This design comes from an exercise in tuning for small area on the open sky130 flow, not from production work. Where RTL was checked, it was by simulation tests only, not by an equivalence proof against the original. The flow treats the clock pin as an ideal source, which a real chip does not have. No activity file was given, so power comes from the tool's default toggle rates.

==> flow/design.v <==
module counter
#(parameter xLen = 64)
(input  clk,
 input  start,
 input  reset,
 input  [xLen-1 : 0] init_val,
 input  init,
 input  return_current_count,
 output [xLen-1 : 0] current_count,
 output [xLen-1 : 0] debug_out,
 output count_valid,
 output count_valid_fsm
 );
reg [xLen-1 : 0] cnt;
reg [xLen-1 : 0] held;
reg return_current_count_reg;
reg init_reg;
reg start_reg;
reg count_valid_fsm_reg;
reg cv_on;
reg [1:0] cv_ph;
reg [1:0] state, next_state;
localparam idle                = 2'b00;
localparam init_state          = 2'b01;
localparam count               = 2'b10;
localparam current_count_state = 2'b11;
localparam GROUP = 16;
wire [xLen-1:0] carry;
wire [xLen/GROUP:0] gc;
assign gc[0] = (state == count);
genvar gi, gj;
generate for (gi = 0; gi < xLen/GROUP; gi = gi + 1) begin : g_grp
    assign gc[gi+1] = gc[gi] & (&cnt[gi*GROUP +: GROUP]);
    assign carry[gi*GROUP] = gc[gi];
    for (gj = 1; gj < GROUP; gj = gj + 1) begin : g_rip
        assign carry[gi*GROUP+gj] = carry[gi*GROUP+gj-1] & cnt[gi*GROUP+gj-1];
    end
end endgenerate
wire capture = (state == idle) && init && !start_reg;
assign current_count = held;
assign count_valid = cv_on;
assign count_valid_fsm = count_valid_fsm_reg;
always @(*) begin
    next_state = state;
    case (state)
        idle                : if (start_reg) next_state = count;
                              else if (init_reg) next_state = init_state;
        count               : if (return_current_count_reg) next_state = current_count_state;
        current_count_state : next_state = count;
        init_state          : next_state = idle;
    endcase
end
wire cv_start = (state == count) && return_current_count_reg;
wire cv_free = cv_on ? (cv_ph == 2'b11) : (cv_ph == 2'b00);
always @(posedge clk, posedge reset) begin
    if (reset) state <= idle;
    else state <= next_state;
end
always @(posedge clk) begin
    if (reset) begin
        init_reg <= 1'b0;
        start_reg <= 1'b0;
        count_valid_fsm_reg <= 1'b0;
        cv_on <= 1'b0;
        cv_ph <= 2'b00;
    end else begin
        if (state == idle) begin
            if (init) init_reg <= 1'b1; else start_reg <= start;
        end
        if (state == init_state) init_reg <= 1'b0;
        count_valid_fsm_reg <= (state == current_count_state);
        if (cv_free) begin
            cv_on <= 1'b0;
            cv_ph <= {1'b0, cv_start};
        end else begin
            cv_on <= 1'b1;
            cv_ph <= cv_on ? cv_ph + 1'b1 : 2'b00;
        end
    end
end
always @(posedge clk)
    return_current_count_reg <= (state == count) && return_current_count;
wire take_init = capture && !reset;
wire take_sum = !capture && !reset;
wire [xLen-1:0] cnt_next;
wire held_load = state[0] && !reset;
wire held_keep = !state[0] && !reset;
wire [xLen-1:0] held_next;
genvar bi;
generate for (bi = 0; bi < xLen; bi = bi + 1) begin : g_bit
    and_or u_next (.a(init_val[bi]), .sa(take_init), .b(cnt[bi] ^ carry[bi]), .sb(take_sum), .y(cnt_next[bi]));
    and_or u_held (.a(cnt[bi]), .sa(held_load), .b(held[bi]), .sb(held_keep), .y(held_next[bi]));
    and_or u_out (.a(cnt[bi]), .sa(state[1]), .b(held[bi]), .sb(!state[1]), .y(debug_out[bi]));
end endgenerate
always @(posedge clk)
    cnt <= cnt_next;
always @(posedge clk)
    held <= held_next;
endmodule
module and_or(input a, input sa, input b, input sb, output y);
    assign y = (a & sa) | (b & sb);
endmodule
export LEC_CHECK = 0
export CAP_MARGIN = 20
export CORE_MARGIN = 2
export CORE_UTILIZATION = 40
export SLEW_MARGIN = 20
export SYNTH_HIERARCHICAL = 1
export SYNTH_MINIMUM_KEEP_SIZE = 0
create_clock -name core_clock -period 4.0 [get_ports {clk}]
standard.sh (not shown) runs the stock make flow with config.mk's settings and CLKGATE_MAP_FILE= SYNTH_SCRIPT=/design/flow/synth_recipe.tcl, a recipe that flattens the netlist after the stock synthesis.
==> flow/flow/run.sh <==
#!/bin/bash
# Standard ORFS layout with the smallest buffer on the ports, a small clock
# tree (clkbuf_4, no dummy loads), and the slowest leaf clock buffers
# upsized after CTS.
export BUFFER_PORTS_ARGS="-buffer_cell sky130_fd_sc_hd__buf_1"
export CTS_ARGS="-sink_clustering_enable -repair_clock_nets -dont_use_dummy_load -buf_list sky130_fd_sc_hd__clkbuf_4 -sink_clustering_size 30 -sink_clustering_max_diameter 60"
export POST_CTS_TCL="$PWD/flow/post_cts.tcl"
export CLK_SLEW_SWAP=0.108
bash standard.sh > standard.log 2>&1
==> flow/flow/post_cts.tcl <==
set_propagated_clock [all_clocks]
estimate_parasitics -placement
set swapped 0
foreach inst [get_cells clkbuf_*] {
  if {[get_property $inst ref_name] ne "sky130_fd_sc_hd__clkbuf_4"} { continue }
  set out [get_pins -of_objects $inst -filter "direction==output"]
  set worst 0.0
  foreach pin [get_pins -of_objects [get_nets -of_objects $out] -filter "direction==input"] {
    if {[get_property $pin lib_pin_name] ne "CLK"} { continue }
    foreach a {max min} { foreach e {rise fall} {
      set s [get_property $pin slew_${a}_$e]
      if {[string is double -strict $s] && $s > $worst} { set worst $s }
    } }
  }
  puts "post_cts: [get_full_name $inst] worst clock-pin slew $worst"
  if {$worst > $::env(CLK_SLEW_SWAP)} {
    replace_cell $inst sky130_fd_sc_hd__clkbuf_8
    incr swapped
  }
}
puts "post_cts: swapped $swapped leaf clock buffers"
if {$swapped} {
  detailed_placement
  check_placement -verbose
}
The first run finished clean.
Then changed:
--- a/flow/design.v
+++ b/flow/design.v
@@ -22,11 +22,11 @@
 reg [1:0] state, next_state;
 localparam idle                = 2'b00;
 localparam init_state          = 2'b01;
 localparam count               = 2'b10;
 localparam current_count_state = 2'b11;
-localparam GROUP = 16;
+localparam GROUP = 8;
 wire [xLen-1:0] carry;
 wire [xLen/GROUP:0] gc;
 assign gc[0] = (state == count);
 genvar gi, gj;
 generate for (gi = 0; gi < xLen/GROUP; gi = gi + 1) begin : g_grp
@@ -50,11 +50,11 @@
         init_state          : next_state = idle;
     endcase
 end
 wire cv_start = (state == count) && return_current_count_reg;
 wire cv_free = cv_on ? (cv_ph == 2'b11) : (cv_ph == 2'b00);
-always @(posedge clk, posedge reset) begin
+always @(posedge clk) begin
     if (reset) state <= idle;
     else state <= next_state;
 end
 always @(posedge clk) begin
     if (reset) begin
The new run completed without violations.
Design area drops by a little under a tenth.
Via count drops slightly.
Routed wire length climbs by a few percent.
Area after synthesis climbs slightly.
Maximum frequency climbs by a quarter to a third.
Die area climbs slightly.
Power drops by a quarter to a third.
Critical path depth drops by 8.
For the first run of this note, only the layout was checked, not whether the RTL still works.

* * *

v6:
Another version of the RTL of counter (not shown whole).
Size in the first run: ~410 cells after synthesis, roughly 200 I/O pins, about 6400 µm² of cells after synthesis.
==> module counter, before the edit <==
module counter
#(parameter xLen = 64)
(input  clk,
 input  start,
 input  reset,
 input  [xLen-1 : 0] init_val,
 input  init,
 input  return_current_count,
 output [xLen-1 : 0] current_count,
 output [xLen-1 : 0] debug_out,
 output count_valid,
 output count_valid_fsm
 );
reg [xLen-1 : 0] cnt;
reg [xLen-1 : 0] held;
reg return_current_count_reg;
reg init_reg;
reg start_reg;
reg count_valid_reg;
reg count_valid_fsm_reg;
reg [1:0] count_valid_timer;
reg [1:0] state, next_state;
localparam idle                = 2'b00;
localparam init_state          = 2'b01;
localparam count               = 2'b10;
localparam current_count_state = 2'b11;
reg cv_state, cv_next_state;
wire [xLen-1:0] carry;
wire cin = (state == count);
wire gc0 = cin;
wire ga0 = &cnt[7:0];
wire gc1 = gc0 & ga0;
assign carry[0] = gc0;
assign carry[1] = carry[0] & cnt[0];
assign carry[2] = carry[1] & cnt[1];
assign carry[3] = carry[2] & cnt[2];
assign carry[4] = carry[3] & cnt[3];
assign carry[5] = carry[4] & cnt[4];
assign carry[6] = carry[5] & cnt[5];
assign carry[7] = carry[6] & cnt[6];
wire ga1 = &cnt[15:8];
wire gc2 = gc1 & ga1;
assign carry[8] = gc1;
assign carry[9] = carry[8] & cnt[8];
assign carry[10] = carry[9] & cnt[9];
assign carry[11] = carry[10] & cnt[10];
assign carry[12] = carry[11] & cnt[11];
assign carry[13] = carry[12] & cnt[12];
assign carry[14] = carry[13] & cnt[13];
assign carry[15] = carry[14] & cnt[14];
wire ga2 = &cnt[23:16];
wire gc3 = gc2 & ga2;
assign carry[16] = gc2;
assign carry[17] = carry[16] & cnt[16];
assign carry[18] = carry[17] & cnt[17];
assign carry[19] = carry[18] & cnt[18];
assign carry[20] = carry[19] & cnt[19];
assign carry[21] = carry[20] & cnt[20];
assign carry[22] = carry[21] & cnt[21];
assign carry[23] = carry[22] & cnt[22];
wire ga3 = &cnt[31:24];
wire gc4 = gc3 & ga3;
assign carry[24] = gc3;
assign carry[25] = carry[24] & cnt[24];
assign carry[26] = carry[25] & cnt[25];
assign carry[27] = carry[26] & cnt[26];
assign carry[28] = carry[27] & cnt[27];
assign carry[29] = carry[28] & cnt[28];
assign carry[30] = carry[29] & cnt[29];
assign carry[31] = carry[30] & cnt[30];
wire ga4 = &cnt[39:32];
wire gc5 = gc4 & ga4;
assign carry[32] = gc4;
assign carry[33] = carry[32] & cnt[32];
assign carry[34] = carry[33] & cnt[33];
assign carry[35] = carry[34] & cnt[34];
assign carry[36] = carry[35] & cnt[35];
assign carry[37] = carry[36] & cnt[36];
assign carry[38] = carry[37] & cnt[37];
assign carry[39] = carry[38] & cnt[38];
wire ga5 = &cnt[47:40];
wire gc6 = gc5 & ga5;
assign carry[40] = gc5;
assign carry[41] = carry[40] & cnt[40];
assign carry[42] = carry[41] & cnt[41];
assign carry[43] = carry[42] & cnt[42];
assign carry[44] = carry[43] & cnt[43];
assign carry[45] = carry[44] & cnt[44];
assign carry[46] = carry[45] & cnt[45];
assign carry[47] = carry[46] & cnt[46];
wire ga6 = &cnt[55:48];
wire gc7 = gc6 & ga6;
assign carry[48] = gc6;
assign carry[49] = carry[48] & cnt[48];
assign carry[50] = carry[49] & cnt[49];
assign carry[51] = carry[50] & cnt[50];
assign carry[52] = carry[51] & cnt[51];
assign carry[53] = carry[52] & cnt[52];
assign carry[54] = carry[53] & cnt[53];
assign carry[55] = carry[54] & cnt[54];
wire ga7 = &cnt[63:56];
wire gc8 = gc7 & ga7;
assign carry[56] = gc7;
assign carry[57] = carry[56] & cnt[56];
assign carry[58] = carry[57] & cnt[57];
assign carry[59] = carry[58] & cnt[58];
assign carry[60] = carry[59] & cnt[59];
assign carry[61] = carry[60] & cnt[60];
assign carry[62] = carry[61] & cnt[61];
assign carry[63] = carry[62] & cnt[62];
wire capture = (state == idle) && init && !start_reg;
assign debug_out = state[1] ? cnt : held;
assign current_count = held;
assign count_valid = count_valid_reg;
assign count_valid_fsm = count_valid_fsm_reg;
always @(posedge clk, posedge reset) begin
    if (reset) begin
        state <= idle;
        cv_state <= 1'b0;
    end else begin
        state <= next_state;
        cv_state <= cv_next_state;
    end
end
always @(*) begin
    next_state = state;
    case (state)
        idle                : if (start_reg) next_state = count;
                              else if (init_reg) next_state = init_state;
        count               : if (return_current_count_reg) next_state = current_count_state;
        current_count_state : next_state = count;
        init_state          : next_state = idle;
    endcase
end
always @(*) begin
    cv_next_state = cv_state;
    if (!cv_state) begin
        if (next_state == current_count_state) cv_next_state = 1'b1;
    end else begin
        if (count_valid_timer == 2'd3) cv_next_state = 1'b0;
    end
end
always @(posedge clk) begin
    if (reset) begin
        return_current_count_reg <= 0;
        init_reg <= 0;
        start_reg <= 0;
        count_valid_fsm_reg <= 0;
    end else begin
        case (state)
            idle: if (init) init_reg <= 1'b1; else start_reg <= start;
            init_state: init_reg <= 1'b0;
            current_count_state: begin
                return_current_count_reg <= 1'b0;
                count_valid_fsm_reg <= 1'b1;
            end
            count: begin
                start_reg <= 1'b0;
                return_current_count_reg <= return_current_count;
                count_valid_fsm_reg <= 1'b0;
            end
        endcase
    end
end
always @(posedge clk, posedge reset) begin
    if (reset)
        cnt <= 0;
    else if (capture)
        cnt <= init_val;
    else
        cnt <= cnt ^ carry;
end
always @(posedge clk) begin
    if (state[0] || reset)
        held <= cnt;
end
always @(posedge clk) begin
    if (reset) begin
        count_valid_reg <= 0;
        count_valid_timer <= 0;
    end else if (cv_state) begin
        count_valid_reg <= 1;
        count_valid_timer <= count_valid_timer + 1'b1;
    end else begin
        count_valid_timer <= 0;
        count_valid_reg <= 0;
    end
end
endmodule
==> flow/config.mk <==
export PLATFORM = sky130hd
export DESIGN_NAME = counter
export DESIGN_NICKNAME = counter
export VERILOG_FILES = /design/flow/design.v
export SDC_FILE = /design/flow/constraint.sdc
export NUM_CORES = 4
export LEC_CHECK = 0
export CAP_MARGIN = 20
export CORE_MARGIN = 2
export CORE_UTILIZATION = 40
export SLEW_MARGIN = 20
==> flow/constraint.sdc <==
create_clock -name core_clock -period 4.0 [get_ports {clk}]
set_input_delay 0.8000 -clock core_clock [delete_from_list [all_inputs] [get_ports {clk}]]
set_output_delay 0.8000 -clock core_clock [all_outputs]
set_load 0.01 [all_outputs]
==> flow/flow/run.sh <==
#!/bin/bash
# Standard ORFS layout with the smallest buffer on the ports and a small
# clock tree (clkbuf_4 only, no dummy loads).
export BUFFER_PORTS_ARGS="-buffer_cell sky130_fd_sc_hd__buf_1"
export CTS_ARGS="-sink_clustering_enable -repair_clock_nets -dont_use_dummy_load -buf_list sky130_fd_sc_hd__clkbuf_4 -sink_clustering_size 30 -sink_clustering_max_diameter 60"
bash standard.sh > standard.log 2>&1
What v7 does differently from v6 at the input level:
--- a/flow/design.v
+++ b/flow/design.v
@@ -163,15 +163,10 @@
     end
 end
-always @(posedge clk, posedge reset) begin
-    if (reset)
-        cnt <= 0;
-    else if (capture)
-        cnt <= init_val;
-    else
-        cnt <= cnt ^ carry;
-end
+wire [xLen-1:0] cnt_next = reset ? {xLen{1'b0}} : capture ? init_val : cnt ^ carry;
+always @(posedge clk)
+    cnt <= cnt_next;
 always @(posedge clk) begin
     if (state[0] || reset)
-        held <= cnt;
+        held <= cnt_next;
 end
 always @(posedge clk) begin
[summary]
Taking v7 over v6, the total power divided by cell area ratio works out to 0.68.
Going from v6 to v7, final standard cell utilization of the core shows an increase of 0.35 points; share of flip-flops with an asynchronous set or reset shows a reduction of 46 points; post-synthesis mux area share shrank by 9.7 points; combined area of all synthesized cells down about 1.6%.
In terms of share of the synthesized netlist area taken by xor and xnor gates, v6 and v7 differ only marginally.
Least setup slack across all paths after layout was lower in v7 than in v6.
NOTE net count after synthesis v6->v7 increased by more than 10%
The higher post-layout total power of v7 and v6 is in v6.
Delta (v7 minus v6): fraction of area in registers decreased 3.3 points, average wire per cell in the routed design decreased 0.95 µm, design area decreased 160 µm², mean instance size in the synthesized netlist decreased 3.9 µm².
The RTL of v7 was laid out without a check of its function.

-- re-timing with driven ports --
No port has a modelled driver above. Below, the same layouts with a new extraction and two added sets of constraints.
Step 1 assumes that a clkbuf_16 drives the clock port and a buf_2 every other input.
Step 2 adds t to the input delays and takes it off the output delays; t is the mean of the earliest and latest rising clock arrival at the registers after step 1. Input paths then give back, and output paths get back, about the clock's delay inside the block.
a / b / c = no drivers / after step 1 / after step 2; a / b = the first two.
| run | t, ns | slack for setup (ns) | worst setup path after step 2 |
|---|---|---|---|
| the first run of note 1 | 0.560 | 0.135 / 0.135 / 0.135 | register to register |
| the second run of note 1 | 0.570 | 0.971 / 0.971 / 0.971 | register to register |
| v6 | 0.557 | 0.784 / 0.784 / 0.784 | register to register |
| v7 | 0.542 | 0.727 / 0.727 / 0.727 | register to register |
After both steps every run listed still meets setup and hold.
